What follows belongs to an exercise in optimizing a design on an open flow for small area and a short achievable clock period; a production flow would make more cautious choices. In this exercise RTL edits were held to simulation tests only and were not proved equivalent to the original. In run 8 the design's own scripts or RTL, not TritonCTS, make the clock network. The flow treats the clock pin as an ideal source. Dropping or thinning the clock tree relies on that and would not hold on a real chip. No activity file was given, so power comes from the tool's default toggle rates.

## flow/design.v (module list and top-level ports; edited modules follow where they fit)
// module adder_top: 31 lines
// module Adder: 688 lines
// module AdderPgN: 4 lines
// module AdderXor: 3 lines
// module AdderXnor: 3 lines
// module AdderBlackP: 4 lines
// module AdderGreyP: 3 lines
// module AdderBlackN: 4 lines
// module AdderGreyN: 3 lines
// module AdderInv: 3 lines
module adder_top (
    input         clk,
    input  [63:0] a,
    input  [63:0] b,
    input         cin,
    output [63:0] sum,
    output        cout
);
  // ...
==> flow/run.sh <==
#!/bin/bash
# synth_recipe.tcl (not shown) runs the flow's synth.tcl, then flattens the netlist and writes it again
# the make line also repeats each setting of config.mk as NAME=value (left out here)
make -C /OpenROAD-flow-scripts/flow DESIGN_CONFIG=/design/flow/config.mk WORK_HOME=/design/flow/orfs CLKGATE_MAP_FILE= SYNTH_SCRIPT=/design/flow/synth_recipe.tcl finish
==> flow/config.mk <==
export PLATFORM = sky130hd
export DESIGN_NAME = adder_top
export DESIGN_NICKNAME = adder_top
export VERILOG_FILES = /design/flow/design.v
export SDC_FILE = /design/flow/constraint.sdc
export NUM_CORES = 4
export LEC_CHECK = 0
export ABC_CLOCK_PERIOD_IN_PS = 1500
export CAP_MARGIN = 20
export CORE_MARGIN = 2
export CORE_UTILIZATION = 40
export PLACE_DENSITY = 0.6
export SETUP_SLACK_MARGIN = 1.1
export SLEW_MARGIN = 20
export SYNTH_HIERARCHICAL = 1
==> flow/constraint.sdc <==
create_clock -name core_clock -period 3.1 [get_ports {clk}]
set_input_delay 0.6200 -clock core_clock [delete_from_list [all_inputs] [get_ports {clk}]]
set_output_delay 0.6200 -clock core_clock [all_outputs]
set_load 0.01 [all_outputs]
==> reports/qor.yml, run 1 <==
setup_path:
  path_delay_family: "buffers and inverters"
  crit_path_max_fanout: 1
  path_class: "reg2out"
  rr_startpoint: "b_q[17]$_DFF_P_"
  cp.required_ns: 2.48
  crit_arrival_ns: 1.32
  rrSetupSlack_ns: 1.18
cells_and_area:
  multi_input_cells: 578
  sh_seq_area_pct: 35.3
  antenna_cells: 0
  final_core_util_pct: 59.0
  drive_above_1_share_pct: 28.9
synthesis:
  ys_seq_area_share_pct: 51.4
  synth_cell_type_count: 9
  yosys_register_bits: 194
  synth.most_common_cell: "dfxtp_1"
  synth_top_family_by_area: "compound AO/OA/AOI/OAI gates"
  syn_area_per_cell_um2: 9.58
  syn_area_mm2: 0.00756
global_routing:
  grt.busiest_layer: "met2"
  grt_pass1_wl_um: 28000
power_and_ir_drop:
  power.total_uw: 6640
  clk-power_uw: 2090
timing:
  hold_violations: 0
  final_max_slew_viol_count: 0
  fin_crit_sh_pct: 62.6
worst_hold_path:
  worstHoldStart: "cin_q$_DFF_P_"
clock_network:
  cts-resized-gates: 39
  clkTransAtPathRegs_ns: 0.07
placed_design:
  place_inst: 1217
run_status:
  status: "complete, no violations"
route:
  routedLengthMet1_um: 8060
==> run 2: changes to the inputs <==
==> flow/flow/run.sh (new file) <==
#!/bin/bash
# Layout: the standard ORFS flow, with the input and output ports buffered
# by a plain buffer (buf_2) instead of the cell buffer_ports picks on its own.
set -euo pipefail
bash standard.sh BUFFER_PORTS_ARGS="-buffer_cell sky130_fd_sc_hd__buf_2" finish > flow_make.log 2>&1
==> flow/standard.sh (new file) <==
#!/bin/bash
# synth_recipe.tcl (not shown) runs the flow's synth.tcl, then flattens the netlist and writes it again
# the make line also repeats each setting of config.mk as NAME=value (left out here)
make -C /OpenROAD-flow-scripts/flow DESIGN_CONFIG=/design/flow/config.mk WORK_HOME=/design/flow/orfs CLKGATE_MAP_FILE= SYNTH_SCRIPT=/design/flow/synth_recipe.tcl "${@:-finish}"
==> flow/config.mk (replaced) <==
export PLATFORM = sky130hd
export DESIGN_NAME = adder_top
export DESIGN_NICKNAME = adder_top
export VERILOG_FILES = /design/flow/design.v
export SDC_FILE = /design/flow/constraint.sdc
export NUM_CORES = 4
export LEC_CHECK = 0
export ABC_CLOCK_PERIOD_IN_PS = 1000
export CAP_MARGIN = 20
export CORE_MARGIN = 2
export CORE_UTILIZATION = 40
export PLACE_DENSITY = 0.6
export SETUP_SLACK_MARGIN = 1.6
export SLEW_MARGIN = 20
export SYNTH_HIERARCHICAL = 1
removed: flow/run.sh
==> reports/qor.yml, run 2 <==
clock_network:
  cts_buffers: 17
  clkTransAtPathRegs_ns: 0.06  # about the same
  cts-root-buf: "clkbuf_16"
  cts_tree: "yes"
  cts_hold_buf: 0
  cts_max_level: 4
  clockBufferDepth: 2
  clock_latency_ns: 0.43
  cts.sinks: 194
timing:
  setup_viol: 0
  tns_ns: 0
  slew-limit-headroom_pct: 75.2
  worst_clock_skew_ns: 0.0139
  fin_crit_sh_pct: 59.2  # -3.4 points
  fmax_ghz: 0.545
  finalCriticalPeriod_ns: 1.84
  rsz0062_at_grt: "true"
  final_max_slew_viol_count: 0  # unchanged
  hold_violations: 0  # unchanged
  tightestPinTransition_ns: 0.371
synthesis:
  ys_seq_area_share_pct: 51.4  # unchanged
  synth_nets: 919
  synth_edf_count: 0
  synth_area_leaders: "dfxtp_1, xor2_1, a21oi_2"
  syn_inst: 789
  yosys_register_bits: 194  # unchanged
  synth.most_common_cell: "dfxtp_1"
  synth_cell_type_count: 9  # unchanged
  syn_area_mm2: 0.00756  # unchanged
  ys_top_cells_by_count: "dfxtp_1, nor2_1, nand2_1"
  synth_top_area_share_pct: 51.4
  ys.flop_type: "dfxtp_1"
  syn_area_per_cell_um2: 9.58  # unchanged
  synth_top_cell_by_area: "dfxtp_1"
  synthArstFlopShare_pct: 0
  synth-warning-count: 7
route:
  drcViolationCount: 0
  viasPerCell: 4.63
  vias: 5981
  wire_per_inst_um: 14.7
  drtIter0Drc: 151
  ant_nets: 0
  dr.pass1.iters: 4
  wl_um: 19000
setup_path:
  endpoint_kind: "flip-flop"
  reg2regPathDepth: 9
  crit_path_max_fanout: 4  # +3
  path_class: "reg2reg"
  crit_arrival_ns: 2.15  # +0.83 ns
  cp.required_ns: 3.41  # +0.93 ns
  critPathLaunchType: "flip-flop"
placed_design:
  gp_congestion: 0.826
  port_buffers: 194
  place_inst: 1217  # unchanged
  dp_hpwl_um: 14400
global_routing:
  use_met1_pct: 22.3
  use_met2_pct: 33.2
  antenna_found_initial: 0
  grt_max_degree: 17
  grt_pass1_wl_um: 29100  # +4.0%
  grt_pass1_vias: 5985
  grt.busiest_layer: "met2"
  gr-usage-met3_pct: 4.79
  overflow: 0
  grt_use_total_pct: 18.8
power_and_ir_drop:
  p_per_area_mw_per_mm2: 591
  intPower_uw: 4890
  sw_frac_of_total_pct: 28.6
  pwr-share-comb_pct: 25.1
  power.leakage_uw: 0.00465
  p_clk_share_pct: 31.1
  p_switching_uw: 1960
  seq_power_share_pct: 43.9
  ir_drop_v: 0.000434
  power.total_uw: 6850  # +3.2%
floorplanning:
  fp.coreArea_mm2: 0.0186
  die_h_um: 141
  start_util_pct: 40.6
  num_rows: 50
  ios: 195
  die_width_um: 141
  die_area_mm2: 0.0200
cells_and_area:
  final_common_cell: "buf_2"
  drive_above_1_share_pct: 67.1  # +38 points
  instances_no_fill: 1292
  fin_nets: 1178
  reg_top3: "a_q x64, b_q x64, sum_q x64"
  seqCellArea_mm2: 0.00403
  antenna_cells: 0  # unchanged
  fillers: 1559
  multiInputGateArea_mm2: 0.00504
  syn_to_final_growth_pct: 53.3
  final_cell_mix: "buf_2, xor2_1, dfxtp_2"
flow_run:
  drv_cap: 0
worst_hold_path:
  hold_depth: 1
  hp-class: "in2reg"
run_status:
  status: "complete, no violations"
run 2: per-layer routing:
layer	wire length [um]	up-vias	share of wire [%]
li1	-	3113	-
met1	8120	2713	43
met2	9690	136	51
met3	865	19	4.6
met4	285	0	1.5
met5	0	-	0
run 2: cell type report:
type | instances | area share [%]
Clock inverter | 5 | 0.669
Sequential cell | 194 | 34.8
Inverter | 17 | 0.551
Timing Repair Buffer | 240 | 13.8
Clock buffer | 24 | 4.24
Tap cell | 234 | 2.53
Multi-Input combinational cell | 578 | 43.5
run 2: logic make-up (layout without fill, tap and decap cells):
family	Yosys count	count (layout)	share of synthesized area, %
AO/OA/AOI/OAI	193	193	20.2
XOR/XNOR	128	128	14.8
buffers and inverters	17	286	0.844
flip-flops	194	194	51.4
AND/OR/NAND/NOR	257	257	12.8
run 2: final timing paths:
check / from / to / slack, ns
setup / recovery: b_q[4]$_DFF_P_ / sum_q[62]$_DFF_P_ / 1.26
hold / removal: b[31] / b_q[31]$_DFF_P_ / 0.29
setup reg to reg: b_q[4]$_DFF_P_ / sum_q[62]$_DFF_P_ / 1.26
hold reg to reg: b_q[63]$_DFF_P_ / cout_q$_DFF_P_ / 0.48
run 2: stage by stage:
stage                     util (%)  area [um2]  setup WS [ns]  hold WS, ns
final                         62.2       11600           1.26        0.289
after global routing          62.2       11600           1.19        0.264
after CTS                     58.1       10800           1.30        0.273
after detailed placement      49.6        9240           1.07        0.441
after global placement        49.6        9240           1.07        0.437
after floorplan                  -        7980           1.45        0.431
run 2: critical path, stage by stage (launching register included):
cell     delay (ns)
dfxtp_4        0.36
nor2_4         0.16
nor2_4         0.09
a21oi_4        0.22
o21ai_4        0.12
a21oi_4        0.24
o21ai_4        0.12
a21oi_4        0.19
o21ai_2        0.07
xor2_1         0.13
run 2: power by group through the flow:
| stage | clock (uW) | combinational (uW) | sequential (uW) |
|---|---|---|---|
| global route | 2290 | 1840 | 3040 |
| detailed placement | 0 | 1260 | 2990 |
| global placement | 0 | 1270 | 2990 |
| floorplan | 0 | 705 | 3080 |
| finish | 2130 | 1720 | 3010 |
| CTS | 2180 | 1500 | 2970 |
run 2: Yosys stat by module, one instance, submodules excluded, excerpt:
module | area (um2) | cells inside
AdderBlackN | 12.5 | 2
AdderBlackP | 12.5 | 2
AdderGreyN | 5.00 | 1
AdderGreyP | 8.76 | 1
AdderInv | 3.75 | 1
AdderPgN | 7.51 | 2
AdderXnor | 8.76 | 1
AdderXor | 8.76 | 1
adder_top | 3880 | 194
run 2: repair_timing:
item	4_1_cts	5_1_grt
setup buffers	32	14
pin swaps	83	39
setup endpoints to repair	79	113
hold endpoints to repair	0	0
gates resized for setup	209	159
==> run 3: changes to the inputs <==
--- a/flow/config.mk
+++ b/flow/config.mk
@@ -8,8 +8,8 @@
 export ABC_CLOCK_PERIOD_IN_PS = 1000
 export CAP_MARGIN = 20
 export CORE_MARGIN = 2
-export CORE_UTILIZATION = 40
-export PLACE_DENSITY = 0.6
-export SETUP_SLACK_MARGIN = 1.6
+export CORE_UTILIZATION = 65
+export PLACE_DENSITY = 0.85
+export SETUP_SLACK_MARGIN = 1.4
 export SLEW_MARGIN = 20
 export SYNTH_HIERARCHICAL = 1
==> reports/qor.yml, run 3 <==
run_status:
  status: "stopped before the end"
  stop_stage: "global routing"
  error: "[ERROR GRT-0232] Routing congestion too high. Check the congestion heatmap in the GUI."
clock_network:
  cts.sinks: 194  # unchanged
  cts_hold_buf: 0  # unchanged
  cts_buffers: 17  # unchanged
  cts-root-buf: "clkbuf_16"
  cts_max_level: 4  # unchanged
  clockBufferDepth: 2  # unchanged
synthesis:
  ys_seq_area_share_pct: 51.4  # unchanged
  synth_area_leaders: "dfxtp_1, xor2_1, a21oi_2"
  synthMuxAreaShare_pct: 0  # unchanged
  yosys.area_share.simple_pct: 12.8  # unchanged
  ys.flop_type: "dfxtp_1"
  synth-compound-area-share_pct: 20.2  # unchanged
  ys_top_cells_by_count: "dfxtp_1, nor2_1, nand2_1"
  synth_fa_ha_area_share_pct: 0  # unchanged
  synthArstFlopShare_pct: 0  # unchanged
  synth.most_common_cell: "dfxtp_1"
  synth-warning-count: 7  # unchanged
  synthXorXnorAreaFrac_pct: 14.8  # unchanged
  syn_area_per_cell_um2: 9.58  # unchanged
  synth_top_family_by_area: "compound AO/OA/AOI/OAI gates"
  synth_edf_count: 0  # unchanged
  synth_top_area_share_pct: 51.4  # unchanged
  syn_inst: 789  # unchanged
  syn_area_mm2: 0.00756  # unchanged
  synth_nets: 919  # unchanged
  yosys_register_bits: 194  # unchanged
  synth_cell_type_count: 9  # unchanged
  synth_top_cell_by_area: "dfxtp_1"
global_routing:
  overflow: 925
  grt_max_degree: 17
  antenna_found_initial: 1
  grt_use_total_pct: 91.7
floorplanning:
  die_h_um: 112  # -21%
  die_width_um: 112  # -21%
  start_util_pct: 66.5  # +26 points
  ios: 195  # unchanged
  num_rows: 39  # -22%
placed_design:
  port_buffers: 194  # unchanged
  dp_hpwl_um: 13500  # -6.2%
  dp_slack_ns: 0.966  # -0.0999 ns
  gp_congestion: 0.924  # +12%
timing:
  worstEndpointType: "sequential cell input"
  grt-worst-endpoint: "sum_q[50]$_DFF_P_/D"
[run 3: cell counts after synthesis]
No cell type changed its count.
[run 3: logic make-up after synthesis]
kind of cell / Yosys count
XOR/XNOR: 128
flip-flops: 194
AND/OR/NAND/NOR: 257
buffers and inverters: 17
AO/OA/AOI/OAI: 193
[run 3: stage by stage]
| step | util (%) | hold WS, ns | instances | area, um2 |
|---|---|---|---|---|
| after floorplan | - | 0.431 | 789 | 7610 |
| after global placement | 77.1 | 0.440 | 1126 | 8760 |
| after detailed placement | 77.1 | 0.444 | 1126 | 8760 |
| after CTS | 88.2 | 0.265 | 1175 | 10000 |
[run 3: Yosys stat by module (local to each module, per instance), excerpt]
module	cells inside	area, um2	flip-flops and latches
AdderXnor	1	8.76	0
AdderBlackN	2	12.5	0
AdderGreyP	1	8.76	0
AdderBlackP	2	12.5	0
AdderGreyN	1	5.00	0
adder_top	194	3880	194
AdderPgN	2	7.51	0
AdderXor	1	8.76	0
AdderInv	1	3.75	0
[run 3: per-layer routing]
layer	GRT overflow	track usage, %
met1	8	84.3
met2	727	126
met3	11	59.2
met4	179	105
met5	0	6.67
[run 3: power by group through the flow]
| stage | clock, uW | sequential (uW) | combinational (uW) |
|---|---|---|---|
| floorplan | 0 | 3070 | 652 |
| global placement | 0 | 2970 | 1170 |
| detailed placement | 0 | 2970 | 1190 |
| CTS | 2080 | 2940 | 1340 |
[run 3: worst max path at each step]
| stage | end | slack, ns |
|---|---|---|
| after floorplan | sum_q[62]$_DFF_P_ | 1.38 |
| after global placement | sum_q[58]$_DFF_P_ | 1.01 |
| after detailed placement | sum_q[62]$_DFF_P_ | 0.97 |
| after CTS | sum_q[40]$_DFF_P_ | 1.26 |
[run 3: repair_timing]
action,in CTS
resized for setup,168
pin swaps,59
setup buffers,18
setup endpoints to repair,52
==> run 4: changes to the inputs <==
--- a/flow/config.mk
+++ b/flow/config.mk
@@ -8,8 +8,8 @@
 export ABC_CLOCK_PERIOD_IN_PS = 1000
 export CAP_MARGIN = 20
 export CORE_MARGIN = 2
-export CORE_UTILIZATION = 65
-export PLACE_DENSITY = 0.85
+export CORE_UTILIZATION = 50
+export PLACE_DENSITY = 0.7
 export SETUP_SLACK_MARGIN = 1.4
 export SLEW_MARGIN = 20
 export SYNTH_HIERARCHICAL = 1
==> reports/qor.yml, run 4 <==
cells_and_area:
  reg_top3: "a_q x64, b_q x64, sum_q x64"
  fillers: 888
  fin_nets: 1189
  drive_above_1_share_pct: 66.8
  final_common_cell: "buf_2"
  design_area_mm2: 0.0115
  final_cell_mix: "buf_2, dfxtp_1, xor2_1"
  syn_to_final_growth_pct: 52.4
  antenna_cells: 0
floorplanning:
  ios: 195  # unchanged
  start_util_pct: 51.6  # -15 points
  die_area_mm2: 0.0161
  die_h_um: 127  # +14%
  fp.coreArea_mm2: 0.0146
  die_width_um: 127  # +14%
  num_rows: 44  # +13%
synthesis:
  synth-warning-count: 7  # unchanged
  ys_top_cells_by_count: "dfxtp_1, nor2_1, nand2_1"
  ys_seq_area_share_pct: 51.4  # unchanged
  synth_nets: 919  # unchanged
  syn_inst: 789  # unchanged
  synth_top_area_share_pct: 51.4  # unchanged
  ys.flop_type: "dfxtp_1"
  synth_top_cell_by_area: "dfxtp_1"
  synthArstFlopShare_pct: 0  # unchanged
  synth_cell_type_count: 9  # unchanged
  synth.most_common_cell: "dfxtp_1"
  yosys_register_bits: 194  # unchanged
  synth_area_leaders: "dfxtp_1, xor2_1, a21oi_2"
  syn_area_per_cell_um2: 9.58  # unchanged
  synth_edf_count: 0  # unchanged
  syn_area_mm2: 0.00756  # unchanged
timing:
  rsz0062_at_grt: "true"
  fmax_ghz: 0.498
  worst_slack_ns: 1.09
  fin_crit_sh_pct: 64.8
  slew-limit-headroom_pct: 80.5
  worst_clock_skew_ns: 0.00817
  finalCriticalPeriod_ns: 2.01
  tightestPinTransition_ns: 0.291
  final_max_slew_viol_count: 0
  tns_ns: 0
  setup_viol: 0
  hold_violations: 0
setup_path:
  cp.required_ns: 3.42
  reg2regPathDepth: 9
  critPathLaunchType: "flip-flop"
  crit_path_max_fanout: 3
  rr_startpoint: "b_q[5]$_DFF_P_"
  rrSetupSlack_ns: 1.09
  endpoint_kind: "flip-flop"
  timing.rr.end: "sum_q[60]$_DFF_P_"
  crit_arrival_ns: 2.33
  path_class: "reg2reg"
placed_design:
  detailed_place.area_mm2: 0.00881  # +0.59%
  gp_congestion: 0.906  # -2.0%
  dp_slack_ns: 0.925  # -0.0410 ns
  dp_hpwl_um: 13300  # -1.4%
  port_buffers: 194  # unchanged
clock_network:
  cts_hold_buf: 0  # unchanged
  cts.sinks: 194  # unchanged
  clkTransAtPathRegs_ns: 0.08
  cts_buffers: 17  # unchanged
  clockBufferDepth: 2  # unchanged
  clock_latency_ns: 0.45
  cts-root-buf: "clkbuf_16"
  cts_max_level: 4  # unchanged
  cts_tree: "yes"
power_and_ir_drop:
  power.leakage_uw: 0.00468
  ir_drop_v: 0.000839
  p_per_area_mw_per_mm2: 594
worst_hold_path:
  worstHoldStart: "b[3]"
  hold_depth: 1
  hp-class: "in2reg"
  min_to: "b_q[3]$_DFF_P_"
route:
  ant_nets: 0
  wire_per_inst_um: 17.9
  wl_um: 22400
  drcViolationCount: 0
  drtIter0Drc: 327
  dr.pass1.iters: 4
  vias: 6502
  viasPerCell: 5.18
run_status:
  status: "complete, no violations"
global_routing:
  grt_use_total_pct: 22.8
  grt_pass1_vias: 6066
  grt_pass1_wl_um: 28500
  antenna_found_initial: 0
  overflow: 0
  grt_max_degree: 20
flow_run:
  drv_cap: 0
==> run 4: per-stage QoR <==
stage	cells	hold WS [ns]	total power [uW]	util [%]
3_5_place_dp	1167	0.453	4160	60.2
3_3_place_gp	1167	0.438	4160	60.2
6_report	1256	0.267	6840	78.7
2_1_floorplan	789	0.431	3720	-
5_1_grt	1256	0.246	7130	78.7
4_1_cts	1229	0.256	6570	71.8
==> run 4: how the worst max path moves through the flow <==
stage / start / endpoint / depth (start not counted)
2_1_floorplan: b_q[0]$_DFF_P_ / sum_q[62]$_DFF_P_ / 9
3_3_place_gp: b_q[4]$_DFF_P_ / sum_q[62]$_DFF_P_ / 9
3_5_place_dp: b_q[4]$_DFF_P_ / sum_q[62]$_DFF_P_ / 9
4_1_cts: a_q[19]$_DFF_P_ / sum_q[51]$_DFF_P_ / 9
5_1_grt: a_q[5]$_DFF_P_ / sum_q[24]$_DFF_P_ / 9
6_report: b_q[5]$_DFF_P_ / sum_q[60]$_DFF_P_ / 9
==> run 4: logic make-up (layout without fill, tap and decap cells) <==
family	after synthesis	count (layout)	share of synthesized area, %
flops	194	194	51.4
simple gates	257	257	12.8
xor+xnor	128	128	14.8
compound gates	193	193	20.2
buf+inv	17	300	0.844
==> run 4: cell type report <==
cell class,count,area (um2),area share [%]
timing repair buffer,251,1450,12.6
inverter,17,63.8,0.554
tap,184,230,2.00
sequential,194,4020,34.9
clock inverter,15,165,1.43
clock buffer,17,425,3.69
multi-input combinational,578,5170,44.9
==> run 4: worst max-delay path: stages, from the launching register on <==
cell and delay (ns):
dfxtp_4 0.37, nor2_2 0.23, nor2_4 0.12, a21oi_4 0.26, o21ai_4 0.13, a21oi_4 0.23
o21ai_4 0.11, a21oi_4 0.20, o21ai_2 0.07, xor2_1 0.16
==> run 4: where the power goes <==
part | switching, uW | total [uW] | internal [uW]
combinational | 986 | 1700 | 713
sequential | 165 | 2960 | 2790
clock | 1040 | 2190 | 1150
==> run 4: metal layers <==
metal	GRT usage [%]	vias to the layer above	share of wire, %
li1	-	3140	-
met1	25.6	3047	37
met2	42.3	238	53
met3	5.07	77	4.5
met4	8.34	0	4.8
met5	0	-	0
==> run 4: timing repair <==
item | 4_1_cts | 5_1_grt
setup buffers | 30 | 27
pin swaps | 82 | 124
resized for setup | 243 | 224
setup endpoints to repair | 54 | 55
==> run 4: Yosys stat by module, one instance, submodules excluded, a selection <==
module / area [um2] / times used / cells inside
adder_top: 3880 / 1 / 194
AdderBlackN: 12.5 / 75 / 2
AdderBlackP: 12.5 / 54 / 2
AdderGreyP: 8.76 / 21 / 1
AdderXor: 8.76 / 107 / 1
AdderXnor: 8.76 / 21 / 1
==> run 5: changes to the inputs <==
==> flow/config.mk (replaced) <==
export PLATFORM = sky130hd
export DESIGN_NAME = adder_top
export DESIGN_NICKNAME = adder_top
export VERILOG_FILES = /design/flow/design.v
export SDC_FILE = /design/flow/constraint.sdc
export NUM_CORES = 4
export LEC_CHECK = 0
export ABC_CLOCK_PERIOD_IN_PS = 1500
export CAP_MARGIN = 20
export CORE_MARGIN = 2
export CORE_UTILIZATION = 40
export PLACE_DENSITY = 0.6
export SETUP_SLACK_MARGIN = 1.1
export SLEW_MARGIN = 20
export SYNTH_HIERARCHICAL = 1
==> reports/qor.yml, run 5 <==
route:
  viasPerCell: 4.62  # -11%
  wire_per_inst_um: 14.2  # -20%
  dr.pass1.iters: 5  # +1
  wl_um: 17900  # -20%
  ant_nets: 0  # unchanged
  drtIter0Drc: 237  # -28%
  drcViolationCount: 0  # unchanged
  vias: 5816  # -11%
cells_and_area:
  reg_top3: "a_q x64, b_q x64, sum_q x64"
  syn_to_final_growth_pct: 33.2
  drive_above_1_share_pct: 47.1  # -20 points
  fillers: 1696  # +91%
  final_common_cell: "buf_2"
  fin_nets: 1141  # -4.0%
  multiInputGateArea_mm2: 0.00419  # -19%
  antenna_cells: 0  # unchanged
  final_cell_mix: "buf_2, dfxtp_1, xor2_1"
  seqCellArea_mm2: 0.00389  # -3.4%
  design_area_mm2: 0.0101  # -13%
timing:
  hold_violations: 0  # unchanged
  slew-limit-headroom_pct: 79.9  # -0.63 points
  tns_ns: 0  # unchanged
  finalCriticalPeriod_ns: 1.94  # -0.0654 ns
  worst_clock_skew_ns: 0.00986  # +0.00169 ns
  final_max_slew_viol_count: 0  # unchanged
  setup_viol: 0  # unchanged
  worst_slack_ns: 1.16  # +0.0654 ns
  rsz0062_at_grt: "true"
  fmax_ghz: 0.515  # +3.4%
  fin_crit_sh_pct: 62.7  # -2.1 points
  tightestPinTransition_ns: 0.302  # +0.0106 ns
  whs_ns: 0.279  # +0.0114 ns
synthesis:
  synth_edf_count: 0  # unchanged
  syn_area_per_cell_um2: 9.58  # unchanged
  synth_cell_type_count: 9  # unchanged
  yosys_register_bits: 194  # unchanged
  synth_top_area_share_pct: 51.4  # unchanged
  ys_seq_area_share_pct: 51.4  # unchanged
  synthArstFlopShare_pct: 0  # unchanged
  syn_area_mm2: 0.00756  # unchanged
  synth_top_cell_by_area: "dfxtp_1"
  ys.flop_type: "dfxtp_1"
  syn_inst: 789  # unchanged
  synth-warning-count: 7  # unchanged
  synth_area_leaders: "dfxtp_1, xor2_1, a21oi_2"
  synth_nets: 919  # unchanged
  synth.most_common_cell: "dfxtp_1"
  ys_top_cells_by_count: "dfxtp_1, nor2_1, nand2_1"
power_and_ir_drop:
  power.leakage_uw: 0.00423  # -9.7%
  power.total_uw: 6500  # -5.1%
  ir_drop_v: 0.000501  # -40%
  p_per_area_mw_per_mm2: 645  # +8.6%
global_routing:
  grt_use_total_pct: 17.8  # -5.0 points
  antenna_found_initial: 0  # unchanged
  grt.busiest_layer: "met2"
  gr-usage-met3_pct: 5.20  # +0.13 points
  use_met2_pct: 31.8  # -11 points
  use_met1_pct: 20.1  # -5.5 points
  overflow: 0  # unchanged
  grt_pass1_wl_um: 27000  # -5.2%
  grt_max_degree: 17  # -15%
  grt_pass1_vias: 5647  # -6.9%
clock_network:
  clock_latency_ns: 0.44  # about the same
  cts_buffers: 17  # unchanged
  cts.sinks: 194  # unchanged
  clkTransAtPathRegs_ns: 0.07  # about the same
  cts_max_level: 4  # unchanged
  cts-root-buf: "clkbuf_16"
  cts_tree: "yes"
  clockBufferDepth: 2  # unchanged
  cts_hold_buf: 0  # unchanged
floorplanning:
  fp.coreArea_mm2: 0.0186  # +27%
  die_area_mm2: 0.0200  # +24%
  die_h_um: 141  # +11%
  ios: 195  # unchanged
  die_width_um: 141  # +11%
  start_util_pct: 40.6  # -11 points
  num_rows: 50  # +14%
setup_path:
  path_cells: "nor2_2 -> nor2_2 -> nand2_2 -> o21ai_4 -> inv_1 -> o21ai_4 -> a21oi_4 -> o21ai_1 -> xor2_1"
  cpMaxStageDelayCell: "dfxtp_1"
  critPathLaunchType: "flip-flop"
  crit_path_max_fanout: 4  # +1
  cp.required_ns: 3.46  # +0.04 ns
  path_class: "reg2reg"
  crit_path_max_incr_delay_ns: 0.39  # +0.02 ns
  endpoint_kind: "flip-flop"
  crit_arrival_ns: 2.30  # -0.03 ns
placed_design:
  detailed_place.area_mm2: 0.00883  # +0.20%
  port_buffers: 194  # unchanged
  dp_slack_ns: 0.601  # -0.324 ns
  dp_hpwl_um: 14200  # +6.7%
  gp_congestion: 0.922  # +1.8%
run_status:
  status: "complete, no violations"
flow_run:
  drv_cap: 0  # unchanged
worst_hold_path:
  hp-class: "in2reg"
==> run 5: logic make-up (layout without fill, tap and decap cells) <==
family	count (synthesis)	count (layout)	share of synthesized area (%)
xor gates and xnor gates	128	128	14.8
AOI/OAI and AO/OA	193	193	20.2
DFF	194	194	51.4
buffers and inverters	17	252	0.844
and+or+nand+nor	257	257	12.8
==> run 5: cell type report <==
class / instances / share of cell area, %
sequential: 194 / 38.6
timing repair buffer: 203 / 10.3
multi-input combinational: 578 / 41.6
inverter: 17 / 0.633
clock inverter: 12 / 1.58
clock buffer: 20 / 4.43
tap: 234 / 2.91
==> run 5: per-stage QoR <==
step / util (%) / cells
3_3_place_gp: 47.4 / 1217
5_1_grt: 54.0 / 1258
2_1_floorplan: - / 789
4_1_cts: 51.6 / 1253
6_report: 54.0 / 1258
3_5_place_dp: 47.4 / 1217
==> run 5: final timing paths <==
| kind | start | end | slack [ns] | cells past startpoint |
|---|---|---|---|---|
| max reg2reg | b_q[6]$_DFF_P_ | sum_q[56]$_DFF_P_ | 1.16 | 9 |
| min reg2reg | cin_q$_DFF_P_ | sum_q[0]$_DFF_P_ | 0.46 | 1 |
| max | b_q[6]$_DFF_P_ | sum_q[56]$_DFF_P_ | 1.16 | 9 |
| min | b[24] | b_q[24]$_DFF_P_ | 0.28 | 1 |
==> run 5: per-module statistics from Yosys, one instance, submodules excluded, a selection <==
module / cell area, um2 / flops+latches / cells inside / times used
AdderBlackN: 12.5 / 0 / 2 / 75
AdderBlackP: 12.5 / 0 / 2 / 54
AdderGreyN: 5.00 / 0 / 1 / 43
AdderGreyP: 8.76 / 0 / 1 / 21
AdderInv: 3.75 / 0 / 1 / 17
AdderPgN: 7.51 / 0 / 2 / 64
AdderXnor: 8.76 / 0 / 1 / 21
AdderXor: 8.76 / 0 / 1 / 107
adder_top: 3880 / 194 / 194 / 1
==> run 5: critical path, delay by kind of cell (launching register included) <==
kind,cells,cell delay [ns]
buf+inv,1,0.12
simple gates,3,0.46
compound gates,4,0.72
xor+xnor,1,0.17
flops,1,0.39
==> run 5: routing by layer <==
layer	part of all wire, %	vias up
met5	0	-
met3	5.0	32
met2	50	152
met1	42	2592
li1	-	3040
met4	2.5	0
==> run 5: timing repair <==
item | in CTS | in global routing
hold endpoints to repair | 0 | 0
setup endpoints to repair | 35 | 33
buffers inserted | 4 | 5
resized for setup | 35 | 111
pin swaps | 4 | 16
==> run 5: report_power, final <==
| group | internal [uW] | switching [uW] |
|---|---|---|
| Clock | 1290 | 942 |
| Sequential | 2790 | 134 |
| Combinational | 544 | 795 |
| Total | 4630 | 1870 |
==> run 6: changes to the inputs <==
==> flow/flow/run.sh (replaced) <==
#!/bin/bash
# Layout: the standard ORFS flow, with the input and output ports buffered
# by a plain buffer (buf_1) instead of the cell buffer_ports picks on its own.
set -euo pipefail
bash standard.sh BUFFER_PORTS_ARGS="-buffer_cell sky130_fd_sc_hd__buf_1" finish > flow_make.log 2>&1
--- a/flow/config.mk
+++ b/flow/config.mk
@@ -9,6 +9,7 @@
 export CAP_MARGIN = 20
 export CORE_MARGIN = 2
 export CORE_UTILIZATION = 40
+export CTS_BUF_LIST = sky130_fd_sc_hd__clkbuf_8
 export PLACE_DENSITY = 0.6
 export SETUP_SLACK_MARGIN = 1.1
 export SLEW_MARGIN = 20
==> reports/qor.yml, run 6 <==
timing:
  fin_crit_sh_pct: 62.9  # +0.18 points
  tns_ns: 0  # unchanged
  hold_violations: 0  # unchanged
  slew-limit-headroom_pct: 81.3  # +1.4 points
  setup_viol: 0  # unchanged
  finalCriticalPeriod_ns: 1.95  # +0.00568 ns
  tightestPinTransition_ns: 0.279  # -0.0225 ns
  rsz0062_at_grt: "true"
  fmax_ghz: 0.513  # -0.29%
  worst_clock_skew_ns: 0.0159  # +0.00607 ns
  final_max_slew_viol_count: 0  # unchanged
placed_design:
  port_buffers: 194  # unchanged
  dp_hpwl_um: 14000  # -1.7%
  gp_congestion: 0.909  # -1.4%
route:
  wire_per_inst_um: 14.1  # -1.3%
  dr.pass1.iters: 5  # unchanged
  drcViolationCount: 0  # unchanged
  wl_um: 17800  # -0.79%
  vias: 5774  # -0.72%
  ant_nets: 0  # unchanged
  viasPerCell: 4.56  # -1.3%
  dr_wl_met3_um: 832  # -7.5%
  top_layer_used: "met4"
  routedLengthMet1_um: 7450  # -1.5%
  drtIter0Drc: 183  # -23%
  dr_wl_met2_um: 9060  # +0.52%
setup_path:
  cp_num_buf_inv: 0  # -1
  endpoint_kind: "flip-flop"
  path_cells: "nor2_1 -> nor2_4 -> a21oi_2 -> o21ai_2 -> a21oi_2 -> o21ai_4 -> a21oi_4 -> o21ai_1 -> xor2_1"
  crit_arrival_ns: 2.30  # about the same
  critPathLaunchType: "flip-flop"
  crit_path_max_incr_delay_ns: 0.34  # -0.05 ns
  cpMaxStageDelayCell: "dfxtp_1"
  cp.required_ns: 3.45  # about the same
  path_class: "reg2reg"
  crit_path_max_fanout: 3  # -1
  path_delay_family: "compound AO/OA/AOI/OAI gates"
  cpMostUsedCell: "a21oi_2"
synthesis:
  synth_top_cell_by_area: "dfxtp_1"
  synth_cell_type_count: 9  # unchanged
  syn_area_per_cell_um2: 9.58  # unchanged
  synthArstFlopShare_pct: 0  # unchanged
  yosys_register_bits: 194  # unchanged
  synth_area_leaders: "dfxtp_1, xor2_1, a21oi_2"
  synth.most_common_cell: "dfxtp_1"
  synth_edf_count: 0  # unchanged
  ys.flop_type: "dfxtp_1"
  synth-warning-count: 7  # unchanged
  syn_area_mm2: 0.00756  # unchanged
  ys_seq_area_share_pct: 51.4  # unchanged
  synth_nets: 919  # unchanged
  ys_top_cells_by_count: "dfxtp_1, nor2_1, nand2_1"
  synth_top_area_share_pct: 51.4  # unchanged
  syn_inst: 789  # unchanged
floorplanning:
  die_width_um: 141  # unchanged
  num_rows: 50  # unchanged
  fp.coreArea_mm2: 0.0186  # unchanged
  ios: 195  # unchanged
  die_h_um: 141  # unchanged
  die_area_mm2: 0.0200  # unchanged
  start_util_pct: 40.6  # unchanged
global_routing:
  grt_max_degree: 18  # +1
  overflow: 0  # unchanged
  antenna_found_initial: 0  # unchanged
  grt_pass1_wl_um: 26900  # -0.43%
  grt_use_total_pct: 17.7  # -0.13 points
  grt_pass1_vias: 5667  # +0.35%
cells_and_area:
  fin_nets: 1148  # +0.61%
  fillers: 1744  # +2.8%
  final_common_cell: "buf_1"
  reg_top3: "a_q x64, b_q x64, sum_q x64"
  syn_to_final_growth_pct: 27.7
  final_cell_mix: "buf_1, dfxtp_1, xor2_1"
  antenna_cells: 0  # unchanged
  drive_above_1_share_pct: 29.3  # -18 points
clock_network:
  clkTransAtPathRegs_ns: 0.10  # +0.03 ns
  cts.sinks: 194  # unchanged
  cts_max_level: 4  # unchanged
  cts-root-buf: "clkbuf_8"
  clockBufferDepth: 2  # unchanged
  cts_tree: "yes"
  clock_latency_ns: 0.47  # +0.03 ns
  cts_buffers: 17  # unchanged
power_and_ir_drop:
  ir_drop_v: 0.000422  # -16%
  power.total_uw: 5930  # -8.8%
  p_per_area_mw_per_mm2: 614  # -4.8%
  power.leakage_uw: 0.00364  # -14%
flow_run:
  drv_cap: 0  # unchanged
worst_hold_path:
  hp-class: "in2reg"
run_status:
  status: "complete, no violations"
-- run 6: changes by cell type in the layout (fill, tap and decap cells not counted), sizes merged --
cell / change
bufinv: -1
clkbuf: +1
clkinvlp: -2
inv: +6
clkinv: -4
buf: +7
-- run 6: kinds of logic (layout without fill, tap and decap cells) --
kind of cell	count (synthesis)	after routing	share of synthesized area [%]
AND/OR/NAND/NOR	257	257	12.8
buffers and inverters	17	259	0.844
flip-flops	194	194	51.4
AO/OA/AOI/OAI	193	193	20.2
XOR/XNOR	128	128	14.8
-- run 6: per-layer routing --
metal	GRT usage, %	vias up
met2	32.1	142
li1	-	3042
met4	6.84	0
met3	4.42	27
met5	0	-
met1	19.9	2563
-- run 6: report_power, final --
part	switching, uW	internal (uW)	total [uW]
Sequential	139	2790	2930
Clock	909	824	1730
Combinational	791	480	1270
-- run 6: final timing paths --
kind                                startpoint                 to  slack [ns]  cells after the start
worst min register to register   cin_q$_DFF_P_   sum_q[0]$_DFF_P_        0.47                      1
worst max-delay path            b_q[3]$_DFF_P_  sum_q[50]$_DFF_P_        1.15                      9
worst max register to register  b_q[3]$_DFF_P_  sum_q[50]$_DFF_P_        1.15                      9
worst min-delay path                     a[31]    a_q[31]$_DFF_P_        0.23                      1
-- run 6: area by class of cell --
class                   count  area [um2]  area share [%]
multi-input cells         578        4140            42.9
repair buffers            210         848            8.78
inverters                  17        63.8           0.661
clock inverters            11         139            1.44
well taps                 234         293            3.03
flip-flops and latches    194        3890            40.2
clock buffers              21         289            2.99
-- run 6: Yosys stat by module, one instance, submodules excluded, a selection --
module	copies in the design	flops+latches	cells inside	cell area [um2]
AdderGreyN	43	0	1	5.00
AdderInv	17	0	1	3.75
AdderPgN	64	0	2	7.51
AdderGreyP	21	0	1	8.76
AdderBlackN	75	0	2	12.5
AdderBlackP	54	0	2	12.5
AdderXor	107	0	1	8.76
AdderXnor	21	0	1	8.76
adder_top	1	194	194	3880
-- run 6: repair_timing --
item / in CTS / in global routing
hold buffers: 0 / 0
endpoints found under the setup margin: 34 / 41
pin swaps: 4 / 18
gates resized for setup: 28 / 114
setup buffers: 4 / 12
-- run 6: per-stage QoR --
step                setup WS (ns)  instances  util [%]  area, um2  hold slack (ns)
floorplan                    1.22        789         -       7570            0.431
global placement            0.746       1217      46.1       8590            0.440
detailed placement          0.682       1217      46.1       8590            0.450
CTS                          1.06       1253      49.2       9170            0.187
global route                 1.04       1265      51.8       9660            0.193
finish                       1.15       1265      51.8       9660            0.231
==> run 7: changes to the inputs <==
==> flow/flow/run.sh (replaced) <==
#!/bin/bash
# Layout: the standard ORFS flow with two changes:
#  - the input and output ports are buffered by buf_1 (buffer_ports -buffer_cell)
#  - after clock tree synthesis, flow/skew.tcl gives the result registers a
#    later clock (useful skew on the register-to-register adder path); timing
#    repair then runs after global routing, with the skew in place.
set -euo pipefail
here=$(pwd)
bash standard.sh \
  BUFFER_PORTS_ARGS="-buffer_cell sky130_fd_sc_hd__buf_1" \
  SKIP_CTS_REPAIR_TIMING=1 \
  POST_CTS_TCL="$here/flow/skew.tcl" \
  finish > flow_make.log 2>&1
==> flow/flow/skew.tcl (new file) <==
# POST_CTS hook: give the result registers (sum_q, cout_q) a later clock than
# the operand registers, so the adder path between them gets more of the
# cycle.  Every result register's clock pin is moved from its leaf clock net
# onto a new net driven by a delay buffer hung on that same leaf net.
set skew_cell sky130_fd_sc_hd__clkbuf_4
set block [ord::get_db_block]
set master [[ord::get_db] findMaster $skew_cell]
if { $master == "NULL" } { error "no master $skew_cell" }
set groups [dict create]
foreach inst [$block getInsts] {
  set n [$inst getName]
  if { [string match "sum_q*" $n] || [string match "cout_q*" $n] } {
    set it [$inst findITerm CLK]
    set net [$it getNet]
    dict lappend groups [$net getName] $it
  }
}
set k 0
foreach netname [dict keys $groups] {
  set net [$block findNet $netname]
  set iterms [dict get $groups $netname]
  set newnet [odb::dbNet_create $block "clk_late_$k"]
  $newnet setSigType CLOCK
  set buf [odb::dbInst_create $block $master "clk_late_buf_$k"]
  set sx 0
  set sy 0
  foreach it $iterms {
    set b [[$it getInst] getBBox]
    set sx [expr { $sx + ([$b xMin] + [$b xMax]) / 2 }]
    set sy [expr { $sy + ([$b yMin] + [$b yMax]) / 2 }]
    $it disconnect
    $it connect $newnet
  }
  set n [llength $iterms]
  $buf setLocation [expr { $sx / $n }] [expr { $sy / $n }]
  $buf setPlacementStatus PLACED
  foreach it [$buf getITerms] {
    set mt [$it getMTerm]
    if { [$mt getSigType] == "POWER" || [$mt getSigType] == "GROUND" } { continue }
    if { [$mt getIoType] == "INPUT" } { $it connect $net }
    if { [$mt getIoType] == "OUTPUT" } { $it connect $newnet }
  }
  puts "skew: $netname -> clk_late_$k ($n result registers)"
  incr k
}
global_connect
detailed_placement
check_placement -verbose
estimate_parasitics -placement
report_clock_skew
report_checks -path_delay max -digits 3
report_checks -path_delay max -to [all_outputs] -digits 3
report_worst_slack -max
report_worst_slack -min
--- a/flow/config.mk
+++ b/flow/config.mk
@@ -11,6 +11,6 @@
 export CORE_UTILIZATION = 40
 export CTS_BUF_LIST = sky130_fd_sc_hd__clkbuf_8
 export PLACE_DENSITY = 0.6
-export SETUP_SLACK_MARGIN = 1.1
+export SETUP_SLACK_MARGIN = 1.3
 export SLEW_MARGIN = 20
 export SYNTH_HIERARCHICAL = 1
==> reports/qor.yml, run 7 <==
flow_run:
  drv_cap: 0  # unchanged
cells_and_area:
  fillers: 1746  # +0.11%
  final_cell_mix: "buf_1, dfxtp_1, xor2_1"
  reg_top3: "a_q x64, b_q x64, sum_q x64"
  drive_above_1_share_pct: 32.0  # +2.7 points
  instances_no_fill: 1279  # +1.1%
  final_core_util_pct: 53.6  # +1.7 points
  multiInputGateArea_mm2: 0.00432  # +4.4%
  syn_to_final_growth_pct: 32.0
  fin_nets: 1164  # +1.4%
  antenna_cells: 0  # unchanged
  seqCellArea_mm2: 0.00389  # +0.19%
  final_common_cell: "buf_1"
route:
  drtIter0Drc: 145  # -21%
  wire_per_inst_um: 14.0  # about the same
  viasPerCell: 4.63  # +1.5%
  ant_nets: 0  # unchanged
  wl_um: 18000  # +1.1%
  vias: 5924  # +2.6%
  drcViolationCount: 0  # unchanged
  dr.pass1.iters: 7  # +2
worst_hold_path:
  hp-class: "in2reg"
synthesis:
  synth_nets: 919  # unchanged
  synth_cell_type_count: 9  # unchanged
  synth_top_area_share_pct: 51.4  # unchanged
  synth_area_leaders: "dfxtp_1, xor2_1, a21oi_2"
  syn_inst: 789  # unchanged
  syn_area_mm2: 0.00756  # unchanged
  synthArstFlopShare_pct: 0  # unchanged
  ys.flop_type: "dfxtp_1"
  synth-warning-count: 7  # unchanged
  synth_edf_count: 0  # unchanged
  synth_top_cell_by_area: "dfxtp_1"
  ys_seq_area_share_pct: 51.4  # unchanged
  synth.most_common_cell: "dfxtp_1"
  syn_area_per_cell_um2: 9.58  # unchanged
  yosys_register_bits: 194  # unchanged
  ys_top_cells_by_count: "dfxtp_1, nor2_1, nand2_1"
global_routing:
  antenna_found_initial: 0  # unchanged
  grt_use_total_pct: 17.6  # -0.066 points
  grt_max_degree: 17  # -1
  grt_pass1_vias: 5677  # +0.18%
  overflow: 0  # unchanged
  grt_pass1_wl_um: 27000  # +0.23%
timing:
  hold_violations: 0  # unchanged
  rsz0062_at_grt: "true"
  worst_clock_skew_ns: 0.179  # +0.163 ns
  finalCriticalPeriod_ns: 1.77  # -0.183 ns
  fmax_ghz: 0.567  # +10%
  setup_viol: 0  # unchanged
  tightestPinTransition_ns: 0.277  # -0.00288 ns
  final_max_slew_viol_count: 0  # unchanged
  tns_ns: 0  # unchanged
  slew-limit-headroom_pct: 81.6  # +0.25 points
  fin_crit_sh_pct: 56.9  # -5.9 points
clock_network:
  clkTransAtPathRegs_ns: 0.08  # -0.02 ns
  clock_latency_ns: 0.61  # +0.14 ns
  cts.sinks: 194  # unchanged
  cts_tree: "yes"
floorplanning:
  fp.coreArea_mm2: 0.0186  # unchanged
  start_util_pct: 40.6  # unchanged
  die_h_um: 141  # unchanged
  die_width_um: 141  # unchanged
  num_rows: 50  # unchanged
  die_area_mm2: 0.0200  # unchanged
  ios: 195  # unchanged
power_and_ir_drop:
  power.total_uw: 6370  # +7.4%
  ir_drop_v: 0.000291  # -31%
  power.leakage_uw: 0.00375  # +2.9%
  p_per_area_mw_per_mm2: 638  # +3.9%
placed_design:
  port_buffers: 194  # unchanged
  place_inst: 1217  # unchanged
  dp_hpwl_um: 14100  # +0.84%
  gp_congestion: 0.871  # -4.2%
setup_path:
  crit_arrival_ns: 2.26  # -0.04 ns
  critPathLaunchType: "flip-flop"
  crit_path_max_fanout: 3  # unchanged
  path_class: "reg2reg"
  cp.required_ns: 3.59  # +0.14 ns
  endpoint_kind: "flip-flop"
  rrSetupSlack_ns: 1.33  # +0.18 ns
run_status:
  status: "complete, no violations"
-- run 7: cell counts after synthesis --
No cell type changed its count.
-- run 7: layer usage --
| metal | GRT usage, % | part of all wire, % |
|---|---|---|
| met5 | 0 | 0 |
| met4 | 5.16 | 1.7 |
| met3 | 4.32 | 4.6 |
| met2 | 31.5 | 50 |
| met1 | 20.9 | 44 |
-- run 7: worst paths after layout --
kind,from,to,depth (start not counted)
worst max-delay path,b_q[4]$_DFF_P_,sum_q[52]$_DFF_P_,9
worst min-delay path,b[1],b_q[1]$_DFF_P_,1
worst max register to register,b_q[4]$_DFF_P_,sum_q[52]$_DFF_P_,9
worst min register to register,cin_q$_DFF_P_,sum_q[0]$_DFF_P_,1
-- run 7: stage by stage --
step / hold slack, ns / cell area, um2 / setup slack, ns
2_1_floorplan: 0.431 / 7570 / 1.30
3_3_place_gp: 0.456 / 8590 / 0.720
3_5_place_dp: 0.452 / 8590 / 0.764
5_1_grt: 0.216 / 9980 / 1.25
6_report: 0.251 / 9980 / 1.33
-- run 7: worst max-delay path: stages (launching register included) --
cell and delay, ns:
dfxtp_1 0.36, nor2_4 0.18, o21ai_4 0.09, a21oi_2 0.23, o21ai_2 0.11, a21oi_2 0.19, o21ai_2 0.12, a21oi_2 0.23
o21ai_1 0.12, xor2_1 0.17
-- run 7: final cells by class, clock buffers not listed --
type	instances	share of cell area [%]
plain buffers	16	1.20
well taps	234	2.93
inverters	17	0.639
repair buffers	210	8.51
flip-flops and latches	194	39.0
clock inverters	9	1.55
multi-input cells	578	43.3
-- run 7: Yosys stat by module (local to each module, per instance), excerpt --
module	cells	times used	cell area, um2
AdderBlackN	2	75	12.5
AdderPgN	2	64	7.51
AdderBlackP	2	54	12.5
AdderGreyP	1	21	8.76
AdderXor	1	107	8.76
AdderInv	1	17	3.75
AdderXnor	1	21	8.76
AdderGreyN	1	43	5.00
-- run 7: power breakdown --
part	total (uW)	switching [uW]	internal [uW]
clock	2140	949	1190
combinational	1290	800	494
sequential	2940	148	2790
-- run 7: logic make-up (layout without fill, tap and decap cells) --
logic type | count (synthesis) | in the layout | share of synthesized area (%)
simple gates | 257 | 257 | 12.8
flops | 194 | 194 | 51.4
compound gates | 193 | 193 | 20.2
xor+xnor | 128 | 128 | 14.8
buf+inv | 17 | 273 | 0.844
==> run 8: changes to the inputs <==
==> flow/flow/run.sh (replaced) <==
#!/bin/bash
# Layout: the standard ORFS flow (standard.sh) with two changes:
#  - the input and output ports are buffered by buf_1 (buffer_ports -buffer_cell);
#  - after clock tree synthesis, flow/clocktree.tcl replaces the clock tree with
#    a two-level one (see its header); timing repair then runs after global
#    routing, on the new tree.
# make's full output goes to flow_make.log; each ORFS step logs to orfs/logs/.
set -euo pipefail
here=$(pwd)
bash standard.sh \
  BUFFER_PORTS_ARGS="-buffer_cell sky130_fd_sc_hd__buf_1" \
  SKIP_CTS_REPAIR_TIMING=1 \
  POST_CTS_TCL="$here/flow/clocktree.tcl" \
  finish > flow_make.log 2>&1
==> flow/flow/clocktree.tcl (new file) <==
proc ct_env { name default } {
  if { [info exists ::env($name)] && $::env($name) ne "" } { return $::env($name) }
  return $default
}
set in_roots   [ct_env CT_IN_ROOTS 3]
set in_leaves  [ct_env CT_IN_LEAVES 9]
set in_cell    [ct_env CT_IN_CELL sky130_fd_sc_hd__clkbuf_16]
set in_leaf_cell [ct_env CT_IN_LEAF_CELL sky130_fd_sc_hd__clkbuf_16]
set mid_cell   [ct_env CT_MID_CELL sky130_fd_sc_hd__clkbuf_8]
set out_leaves [ct_env CT_OUT_LEAVES 4]
set out_cell   [ct_env CT_OUT_CELL sky130_fd_sc_hd__clkbuf_16]

# signal (or clock) input and output pins, leaving out the supply pins
proc ct_in { it } {
  set mt [$it getMTerm]
  return [expr { [$mt getSigType] in {SIGNAL CLOCK} && [$mt getIoType] eq "INPUT" }]
}
proc ct_out { it } {
  set mt [$it getMTerm]
  return [expr { [$mt getSigType] in {SIGNAL CLOCK} && [$mt getIoType] eq "OUTPUT" }]
}

set db [ord::get_db]
set block [ord::get_db_block]
set clk_net [[$block findBTerm clk] getNet]

# Walk the clock network: registers' clock pins are sinks; everything else on
# it (CTS buffers and its dummy loads) is removed.
set sinks {}
set old_insts {}
set old_nets {}
set todo [list $clk_net]
while { [llength $todo] } {
  set net [lindex $todo 0]
  set todo [lrange $todo 1 end]
  foreach it [$net getITerms] {
    if { ![ct_in $it] } { continue }
    set inst [$it getInst]
    set m [[$inst getMaster] getName]
    if { [string match "*df*" $m] } {
      lappend sinks $it
      continue
    }
    if { ![string match "*buf*" $m] && ![string match "*inv*" $m] } {
      error "unexpected cell $m ([$inst getName]) on the clock network"
    }
    if { [lsearch -exact $old_insts $inst] >= 0 } { continue }
    lappend old_insts $inst
    foreach ot [$inst getITerms] {
      if { [ct_out $ot] && [$ot getNet] ne "NULL" } {
        if { [string match "*inv*" $m] && [llength [[$ot getNet] getITerms]] > 1 } {
          error "inverter [$inst getName] drives a clock net"
        }
        lappend todo [$ot getNet]
        lappend old_nets [$ot getNet]
      }
    }
  }
}
puts "clocktree: [llength $sinks] register clock pins, removing [llength $old_insts] cells and [llength $old_nets] nets"
foreach it $sinks { $it disconnect }
foreach inst $old_insts { odb::dbInst_destroy $inst }
foreach net $old_nets { odb::dbNet_destroy $net }

proc ct_center { it } {
  set b [[$it getInst] getBBox]
  return [list [expr { ([$b xMin] + [$b xMax]) / 2 }] [expr { ([$b yMin] + [$b yMax]) / 2 }]]
}

# k-means clustering of clock pins by position, into k groups of similar size
proc ct_cluster { iterms k } {
  set pts {}
  foreach it $iterms { lappend pts [ct_center $it] }
  set n [llength $pts]
  # start from points spread along a sort by angle around the centroid
  set cx 0; set cy 0
  foreach p $pts { set cx [expr { $cx + [lindex $p 0] }]; set cy [expr { $cy + [lindex $p 1] }] }
  set cx [expr { double($cx) / $n }]; set cy [expr { double($cy) / $n }]
  set order {}
  set i 0
  foreach p $pts {
    lappend order [list $i [expr { atan2([lindex $p 1] - $cy, [lindex $p 0] - $cx) }]]
    incr i
  }
  set order [lsort -real -index 1 $order]
  set cap [expr { int(ceil(double($n) / $k)) }]
  set assign [lrepeat $n 0]
  set i 0
  foreach o $order {
    lset assign [lindex $o 0] [expr { $i / $cap }]
    incr i
  }
  for { set iter 0 } { $iter < 20 } { incr iter } {
    set sx [lrepeat $k 0.0]; set sy [lrepeat $k 0.0]; set sn [lrepeat $k 0]
    for { set i 0 } { $i < $n } { incr i } {
      set c [lindex $assign $i]
      lset sx $c [expr { [lindex $sx $c] + [lindex $pts $i 0] }]
      lset sy $c [expr { [lindex $sy $c] + [lindex $pts $i 1] }]
      lset sn $c [expr { [lindex $sn $c] + 1 }]
    }
    set cent {}
    for { set c 0 } { $c < $k } { incr c } {
      set m [expr { max(1, [lindex $sn $c]) }]
      lappend cent [list [expr { [lindex $sx $c] / $m }] [expr { [lindex $sy $c] / $m }]]
    }
    # balanced assignment: points in order of their best distance, capped per cluster
    set cand {}
    for { set i 0 } { $i < $n } { incr i } {
      for { set c 0 } { $c < $k } { incr c } {
        set d [expr { abs([lindex $pts $i 0] - [lindex $cent $c 0]) + abs([lindex $pts $i 1] - [lindex $cent $c 1]) }]
        lappend cand [list $i $c $d]
      }
    }
    set cand [lsort -real -index 2 $cand]
    set done [lrepeat $n 0]
    set cnt [lrepeat $k 0]
    foreach e $cand {
      lassign $e i c d
      if { [lindex $done $i] || [lindex $cnt $c] >= $cap } { continue }
      lset assign $i $c
      lset done $i 1
      lset cnt $c [expr { [lindex $cnt $c] + 1 }]
    }
  }
  set groups {}
  for { set c 0 } { $c < $k } { incr c } { lappend groups {} }
  for { set i 0 } { $i < $n } { incr i } {
    set c [lindex $assign $i]
    lset groups $c [concat [lindex $groups $c] [list [lindex $iterms $i]]]
  }
  return $groups
}

set ::ct_count 0
# a buffer of master cell driving a new net, placed at (x, y), input on net in_net
proc ct_buffer { cell in_net x y } {
  set db [ord::get_db]
  set block [ord::get_db_block]
  set master [$db findMaster $cell]
  if { $master eq "NULL" } { error "no cell $cell" }
  set inst [odb::dbInst_create $block $master "clktree_buf_$::ct_count"]
  set ::ct_last_inst $inst
  set net [odb::dbNet_create $block "clktree_net_$::ct_count"]
  incr ::ct_count
  $net setSigType CLOCK
  set w [$master getWidth]
  set h [$master getHeight]
  $inst setLocation [expr { int($x - $w / 2) }] [expr { int($y - $h / 2) }]
  $inst setPlacementStatus PLACED
  foreach it [$inst getITerms] {
    if { [ct_in $it] } { $it connect $in_net }
    if { [ct_out $it] } { $it connect $net }
  }
  return $net
}

proc ct_centroid { iterms } {
  set sx 0; set sy 0
  foreach it $iterms {
    lassign [ct_center $it] x y
    set sx [expr { $sx + $x }]; set sy [expr { $sy + $y }]
  }
  set n [llength $iterms]
  return [list [expr { $sx / $n }] [expr { $sy / $n }]]
}

set in_sinks {}
set out_sinks {}
foreach it $sinks {
  set n [[$it getInst] getName]
  if { [string match "sum_q*" $n] || [string match "cout_q*" $n] } {
    lappend out_sinks $it
  } else {
    lappend in_sinks $it
  }
}

# leaf buffers on clusters of registers; their input pins, clustered again, go
# to the root buffers.  Returns the leaf buffers' input pins.
proc ct_leaves { regs nleaves cell what } {
  set pins {}
  foreach g [ct_cluster $regs $nleaves] {
    lassign [ct_centroid $g] x y
    set net [odb::dbNet_create [ord::get_db_block] "clktree_tmp_$::ct_count"]
    set leafnet [ct_buffer $cell $net $x $y]
    foreach it $g { $it connect $leafnet }
    set inst $::ct_last_inst
    foreach it [$inst getITerms] {
      if { [ct_in $it] } { lappend pins $it }
    }
    puts "clocktree: $cell at ([expr {$x/1000.0}], [expr {$y/1000.0}]) drives [llength $g] $what registers"
  }
  return $pins
}
proc ct_drive { pins cell in_net } {
  lassign [ct_centroid $pins] x y
  set net [ct_buffer $cell $in_net $x $y]
  foreach it $pins {
    set old [$it getNet]
    $it disconnect
    if { $old ne "NULL" && [llength [$old getITerms]] == 0 } { odb::dbNet_destroy $old }
    $it connect $net
  }
  puts "clocktree: $cell at ([expr {$x/1000.0}], [expr {$y/1000.0}]) drives [llength $pins] buffers"
  return $net
}

set in_leaf_pins [ct_leaves $in_sinks $in_leaves $in_leaf_cell operand]
foreach g [ct_cluster $in_leaf_pins $in_roots] {
  ct_drive $g $in_cell $clk_net
}
set out_leaf_pins [ct_leaves $out_sinks $out_leaves $out_cell result]
ct_drive $out_leaf_pins $mid_cell $clk_net

global_connect
detailed_placement
check_placement -verbose
estimate_parasitics -placement
report_clock_skew
report_clock_latency
report_checks -path_delay max -digits 3
report_checks -path_delay max -to [all_outputs] -digits 3
report_worst_slack -max
report_worst_slack -min
--- a/flow/config.mk
+++ b/flow/config.mk
@@ -9,8 +9,7 @@
 export CAP_MARGIN = 20
 export CORE_MARGIN = 2
 export CORE_UTILIZATION = 40
-export CTS_BUF_LIST = sky130_fd_sc_hd__clkbuf_8
 export PLACE_DENSITY = 0.6
-export SETUP_SLACK_MARGIN = 1.3
+export SETUP_SLACK_MARGIN = 1.5
 export SLEW_MARGIN = 20
 export SYNTH_HIERARCHICAL = 1
removed: flow/flow/skew.tcl
==> reports/qor.yml, run 8 <==
synthesis:
  synth-warning-count: 7  # unchanged
  yosys_register_bits: 194  # unchanged
  syn_inst: 789  # unchanged
  synth_cell_type_count: 9  # unchanged
  synth_nets: 919  # unchanged
  ys.flop_type: "dfxtp_1"
  synth.most_common_cell: "dfxtp_1"
  ys_top_cells_by_count: "dfxtp_1, nor2_1, nand2_1"
  synth_top_area_share_pct: 51.4  # unchanged
  synthArstFlopShare_pct: 0  # unchanged
  ys_seq_area_share_pct: 51.4  # unchanged
  synth_top_cell_by_area: "dfxtp_1"
  syn_area_per_cell_um2: 9.58  # unchanged
  synth_area_leaders: "dfxtp_1, xor2_1, a21oi_2"
  synth_edf_count: 0  # unchanged
  syn_area_mm2: 0.00756  # unchanged
floorplanning:
  num_rows: 50  # unchanged
  fp.coreArea_mm2: 0.0186  # unchanged
  start_util_pct: 40.6  # unchanged
  die_area_mm2: 0.0200  # unchanged
  ios: 195  # unchanged
  die_h_um: 141  # unchanged
  die_width_um: 141  # unchanged
worst_hold_path:
  hold_depth: 1  # unchanged
  worstHoldStart: "cin_q$_DFF_P_"
  hp-class: "reg2reg"
  min_to: "sum_q[0]$_DFF_P_"
clock_network:
  clock_latency_ns: 0.37  # -0.24 ns
  clkTransAtPathRegs_ns: 0.09  # about the same
  cts.sinks: 194  # unchanged
setup_path:
  rrSetupSlack_ns: 1.32  # -0.02 ns
  reg2regPathDepth: 9  # unchanged
  cp_num_buf_inv: 0  # unchanged
  critPathLaunchType: "flip-flop"
  path_cells: "nor2_4 -> o21ai_4 -> a21oi_4 -> o21ai_4 -> a21oi_4 -> o21ai_4 -> a21oi_4 -> o21ai_2 -> xor2_1"
  rr_startpoint: "a_q[14]$_DFF_P_"
  path_class: "reg2reg"
  cp.required_ns: 3.34  # -0.25 ns
  cpMaxStageDelayCell: "dfxtp_4"
  endpoint_kind: "flip-flop"
  crit_path_max_fanout: 3  # unchanged
  crit_arrival_ns: 2.02  # -0.24 ns
  path_delay_family: "compound AO/OA/AOI/OAI gates"
  timing.rr.end: "sum_q[58]$_DFF_P_"
  crit_path_max_incr_delay_ns: 0.36  # about the same
run_status:
  status: "complete, no violations"
placed_design:
  place_inst: 1217  # unchanged
  dp_hpwl_um: 13700  # -3.0%
  port_buffers: 194  # unchanged
  gp_congestion: 0.849  # -2.5%
timing:
  setup_viol: 0  # unchanged
  rsz0062_at_grt: "true"
  whs_ns: 0.335  # +0.0833 ns
  tightestPinTransition_ns: 0.285  # +0.00873 ns
  finalCriticalPeriod_ns: 1.78  # +0.0175 ns
  fmax_ghz: 0.561  # -0.98%
  worst_clock_skew_ns: 0.102  # -0.0771 ns
  final_max_slew_viol_count: 0  # unchanged
  slew-limit-headroom_pct: 81.0  # -0.58 points
  fin_crit_sh_pct: 57.5  # +0.56 points
  hold_violations: 0  # unchanged
  tns_ns: 0  # unchanged
power_and_ir_drop:
  p_per_area_mw_per_mm2: 575  # -9.9%
  ir_drop_v: 0.000440  # +51%
  power.leakage_uw: 0.00396  # +5.5%
cells_and_area:
  seqCellArea_mm2: 0.00399  # +2.5%
  multiInputGateArea_mm2: 0.00512  # +19%
  fin_nets: 1167  # +0.26%
  drive_above_1_share_pct: 42.2  # +10 points
  final_common_cell: "buf_1"
  reg_top3: "a_q x64, b_q x64, sum_q x64"
  instances_no_fill: 1269  # -0.78%
  fillers: 1604  # -8.1%
  final_cell_mix: "buf_1, dfxtp_1, xor2_1"
  antenna_cells: 0  # unchanged
  syn_to_final_growth_pct: 44.6
route:
  drtIter0Drc: 106  # -27%
  dr.pass1.iters: 4  # -3
  ant_nets: 0  # unchanged
  wl_um: 19100  # +6.3%
  vias: 5947  # +0.39%
  wire_per_inst_um: 15.1  # +7.2%
  viasPerCell: 4.69  # +1.2%
  drcViolationCount: 0  # unchanged
global_routing:
  grt_pass1_wl_um: 26900  # -0.26%
  overflow: 0  # unchanged
  antenna_found_initial: 0  # unchanged
  grt_max_degree: 18  # +1
  grt_use_total_pct: 17.3  # -0.34 points
  grt_pass1_vias: 5542  # -2.4%
flow_run:
  drv_cap: 0  # unchanged
[run 8: cell counts after synthesis]
No cell type changed its count.
[run 8: cell families (layout without fill, tap and decap cells)]
logic type / after synthesis / count (layout) / share of synthesized area (%)
simple gates: 257 / 257 / 12.8
flops: 194 / 194 / 51.4
compound gates: 193 / 193 / 20.2
xor+xnor: 128 / 128 / 14.8
buf+inv: 17 / 263 / 0.844
[run 8: metrics by stage]
step	area [um2]	total power (uW)	setup WS (ns)	util [%]
global placement	8780	4130	1.00	47.1
detailed placement	8780	4140	1.05	47.1
global route	10900	6600	1.25	58.7
floorplan	7760	3750	1.45	-
finish	10900	6290	1.32	58.7
[run 8: worst max-delay path by stage]
stage / from / endpoint / cells past startpoint
detailed placement: a_q[22]$_DFF_P_ / sum_q[58]$_DFF_P_ / 9
global placement: b_q[22]$_DFF_P_ / sum_q[58]$_DFF_P_ / 9
finish: a_q[14]$_DFF_P_ / sum_q[58]$_DFF_P_ / 9
global route: b_q[10]$_DFF_P_ / sum_q[54]$_DFF_P_ / 9
floorplan: a_q[0]$_DFF_P_ / sum_q[60]$_DFF_P_ / 9
[run 8: layout make-up]
| cell class | count | share of cell area (%) |
|---|---|---|
| Multi-Input combinational cell | 578 | 46.9 |
| Sequential cell | 194 | 36.5 |
| Timing Repair Buffer | 229 | 9.52 |
| Buffer | 17 | 3.79 |
| Tap cell | 234 | 2.68 |
| Inverter | 17 | 0.629 |
[run 8: routing by layer]
| metal | vias up | global-route usage [%] | wire length (um) |
|---|---|---|---|
| met3 | 38 | 3.34 | 915 |
| met5 | - | 0 | 0 |
| li1 | 3076 | - | - |
| met1 | 2698 | 20.7 | 7710 |
| met4 | 0 | 6.21 | 587 |
| met2 | 135 | 30.8 | 9890 |
[run 8: power by group]
part	leakage [uW]	switching (uW)	internal, uW	total, uW
Clock	0.000204	862	947	1810
Combinational	0.00211	912	606	1520
Sequential	0.00164	168	2790	2960
Total	0.00396	1940	4340	6290
[run 8: Yosys stat by module (local to each module, per instance), a selection]
module       area [um2]  cells inside  flops+latches
AdderInv           3.75             1              0
AdderGreyP         8.76             1              0
AdderXor           8.76             1              0
adder_top          3880           194            194
AdderBlackP        12.5             2              0
AdderBlackN        12.5             2              0
AdderXnor          8.76             1              0
AdderGreyN         5.00             1              0
AdderPgN           7.51             2              0

## re-timing with driven ports
In the flow no input, the clock included, has a driving cell. The finished layouts below were timed again as built, in two steps.
Step 1, drivers: a clkbuf_16 drives clk and a buf_2 each remaining input, both assumed.
Step 2 adds t to the input delays and takes it off the output delays; t is the mean of the earliest and latest rising clock arrival at the registers after step 1. Input paths then give back, and output paths get back, about the clock's delay inside the block.
a / b / c = no drivers / after step 1 / after step 2; a / b = the first two.
| run | shift t [ns] | slack for setup (ns) | slew at the worst register clock pin (ns) | pins driven straight from the clock port |
|---|---|---|---|---|
| run 1 | 0.475 | 1.159 / 1.114 / 1.177 | 0.07 / 0.07 | 1 |
| run 2 | 0.467 | 1.265 / 1.265 / 1.265 | 0.07 / 0.07 | 1 |
| run 4 | 0.484 | 1.092 / 1.092 / 1.092 | 0.08 / 0.08 | 1 |
| run 5 | 0.476 | 1.157 / 1.157 / 1.157 | 0.07 / 0.07 | 1 |
| run 6 | 0.505 | 1.151 / 1.151 / 1.151 | 0.11 / 0.11 | 1 |
| run 7 | 0.563 | 1.335 / 1.302 / 1.335 | 0.10 / 0.10 | 1 |
| run 8 | 0.408 | 1.317 / 1.318 / 1.318 | 0.09 / 0.09 | 4 |
After both steps every run listed still meets setup and hold.
